Source: an optimization exercise on an open RTL-to-GDS flow (aim: small area and a short achievable clock period). Production flows keep margins and buffers that such runs may drop.
At most, simulation tests tie the RTL to the original design; equivalence was not proved.
Power is estimated from default activity; no workload was simulated. The clock port is modelled as an ideal driver; clocking choices that lean on that would not hold on a real chip.

## mojo_top
module mojo_top(
   input          clk,               
   input          rst_n,             
   input          mosi,
   output         miso,
   input          sclk,
   input          cs
);
Size in the first run: roughly 13,000 cells after synthesis, about 12,000 flip-flops, roughly 6 I/O pins, roughly 250,000 µm² of cells after synthesis.
make LEC_CHECK=0 CAP_MARGIN=20 CORE_MARGIN=2 CORE_UTILIZATION=60 CTS_CLUSTER_DIAMETER=80 CTS_CLUSTER_SIZE=30 PLACE_DENSITY=0.7 SETUP_SLACK_MARGIN=2.5 SLEW_MARGIN=20 finish   # period 5.0 ns
run.sh (not shown) runs the stock make flow with config.mk's settings and CLKGATE_MAP_FILE= SYNTH_SCRIPT=/design/flow/synth_recipe.tcl, a recipe that flattens the netlist after the stock synthesis.
Next try:
--- a/flow/config.mk
+++ b/flow/config.mk
@@ -9,6 +9,6 @@
 export CORE_MARGIN = 2
-export CORE_UTILIZATION = 60
+export CORE_UTILIZATION = 45
 export CTS_CLUSTER_DIAMETER = 80
-export CTS_CLUSTER_SIZE = 30
-export PLACE_DENSITY = 0.7
+export CTS_CLUSTER_SIZE = 34
+export PLACE_DENSITY = 0.55
 export SETUP_SLACK_MARGIN = 2.5
Effect: Cell count rises by 11%; fmax fell by about 5%; die area goes up by about 33%; first-iteration DRC count decreases by 2.2%; utilization came out lower by 16 points; critical path depth falls by 7; routed wire length fell by 6.7%; power came out higher by 1.4%; via count came out lower by 1.6%; worst setup slack gets worse by 130 ps.
No functional check of the RTL was part of any run of this note.

* * *

Setup of S:
mojo_top, a different RTL version from the one above (not shown whole).
For scale: about 13000 cells after synthesis, ~12000 flip-flops, about 6 I/O pins.
clock: 5.0 ns
lec_check: 0
cap_margin: 20
core_margin: 2
core_utilization: 50
cts_cluster_diameter: 80
cts_cluster_size: 30
place_density: 0.6
setup_slack_margin: 2.6
slew_margin: 20
Here is what was changed in the inputs of Q compared with S.
Settings: PLACE_DENSITY now 0.65, was 0.6; CORE_UTILIZATION now 55, was 50; SETUP_SLACK_MARGIN now 2.5, was 2.6.
## What came out
On Q: final cell count is 2.8% lower than what S gave.
Between Q and S, it is Q whose horizontal extent of the die is lower, by 33 um.
In terms of area of all placed cells without fillers, S and Q differ only marginally.
Taking S as the reference, in Q flop-to-flop setup slack went down; routed wire length went up; net switching component of the power did not really move; worst setup slack went up.
Comparing the two runs side by side, Q comes out ahead of S on die area.
Function was not checked in any run of this note: the RTL went through the layout flow alone.

* * *

Another version of the RTL of mojo_top (not shown whole).
Size in the first run: ~13,000 cells after synthesis, about 12,000 flip-flops, ~6 I/O pins, roughly 250,000 um^2 of cells after synthesis.
==> flow/design.v (excerpt) <==
module mojo_top(
   input          clk,               
   input          rst_n,             
   input          mosi,
   output         miso,
   input          sclk,
   input          cs
);
Settings: LEC_CHECK=0, CAP_MARGIN=20, CORE_MARGIN=2, CORE_UTILIZATION=65, CTS_CLUSTER_DIAMETER=80, CTS_CLUSTER_SIZE=30, PLACE_DENSITY=0.75, SLEW_MARGIN=20; clock period 5.0 ns.
The starting point passed the timing, DRC and antenna checks.
Next try:
--- a/flow/config.mk
+++ b/flow/config.mk
@@ -13,2 +13,3 @@
 export PLACE_DENSITY = 0.75
+export SETUP_SLACK_MARGIN = 2.5
 export SLEW_MARGIN = 20
- core utilization stays flat
- final cell count hardly moves
- cell area hardly moves
- synthesized area stays the same
- non-clock buffer count grows by 1
- register-to-register slack improves by 0.12 ns
- die area is unchanged
- wire length is about the same
Next try:
--- a/flow/config.mk
+++ b/flow/config.mk
@@ -9,7 +9,3 @@
 export CORE_MARGIN = 2
-export CORE_UTILIZATION = 65
-export CTS_CLUSTER_DIAMETER = 80
-export CTS_CLUSTER_SIZE = 30
-export PLACE_DENSITY = 0.75
-export SETUP_SLACK_MARGIN = 2.5
+export CORE_UTILIZATION = 50
 export SLEW_MARGIN = 20
Result:
- The changed run went through all stages and came out clean
- global-route usage shrinks by 2.8 points
- worst hold slack loses 0.031 ns
- sequential share of layout area shrinks by 7.9 points
- die area grows by 30%
Next try:
--- a/flow/config.mk
+++ b/flow/config.mk
@@ -9,3 +9,7 @@
 export CORE_MARGIN = 2
-export CORE_UTILIZATION = 50
+export CORE_UTILIZATION = 55
+export CTS_CLUSTER_DIAMETER = 80
+export CTS_CLUSTER_SIZE = 30
+export PLACE_DENSITY = 0.65
+export SETUP_SLACK_MARGIN = 2.5
 export SLEW_MARGIN = 20
Total power is lower by 22%.
Design area is lower by 8.3%.
Non-clock buffer count is higher by 3.
Synthesized area does not change.

[separate check: timing with driven ports]
Ports are ideal in the flow. The routed layouts listed here were re-timed in OpenROAD.
Step 1 (the two cells are an assumption about what drives the block):
set clk [get_ports {clk}]
set_driving_cell -lib_cell sky130_fd_sc_hd__clkbuf_16 $clk
set_driving_cell -lib_cell sky130_fd_sc_hd__buf_2 [delete_from_list [all_inputs] $clk]
Step 2 moves the port delays by t, midway between the first and last clock arrival at a register: inputs arrive t later, outputs are due t later. That takes back most of the time a late clock gives input paths.
a / b / c = no drivers / after step 1 / after step 2; a / b = the first two.
run | t (ns) | setup slack, ns | worst register clock-pin slew, ns | cell pins on the clock port's net
the first run of note 1 | 1.069 | 2.560 / 2.468 / 2.560 | 0.11 / 0.11 | 1
the second run of note 1 | 1.114 | 2.434 / 2.324 / 2.639 | 0.12 / 0.12 | 1
S | 1.110 | 2.500 / 2.390 / 2.440 | 0.11 / 0.11 | 1
Q | 1.090 | 2.547 / 2.444 / 2.563 | 0.11 / 0.11 | 1
the first run of note 3 | 1.070 | 2.072 / 1.970 / 2.424 | 0.11 / 0.11 | 1
the second run of note 3 | 1.069 | 2.554 / 2.468 / 2.456 | 0.11 / 0.11 | 1
the third run of note 3 | 1.214 | 1.970 / 1.858 / 2.325 | 0.07 / 0.07 | 1
the fourth run of note 3 | 1.094 | 2.557 / 2.449 / 2.594 | 0.11 / 0.11 | 1
After both steps every run listed still meets setup and hold. The setup slack of the second run of note 3, which loses most, moves by -0.086 ns with the drivers and by -0.098 ns with both steps.
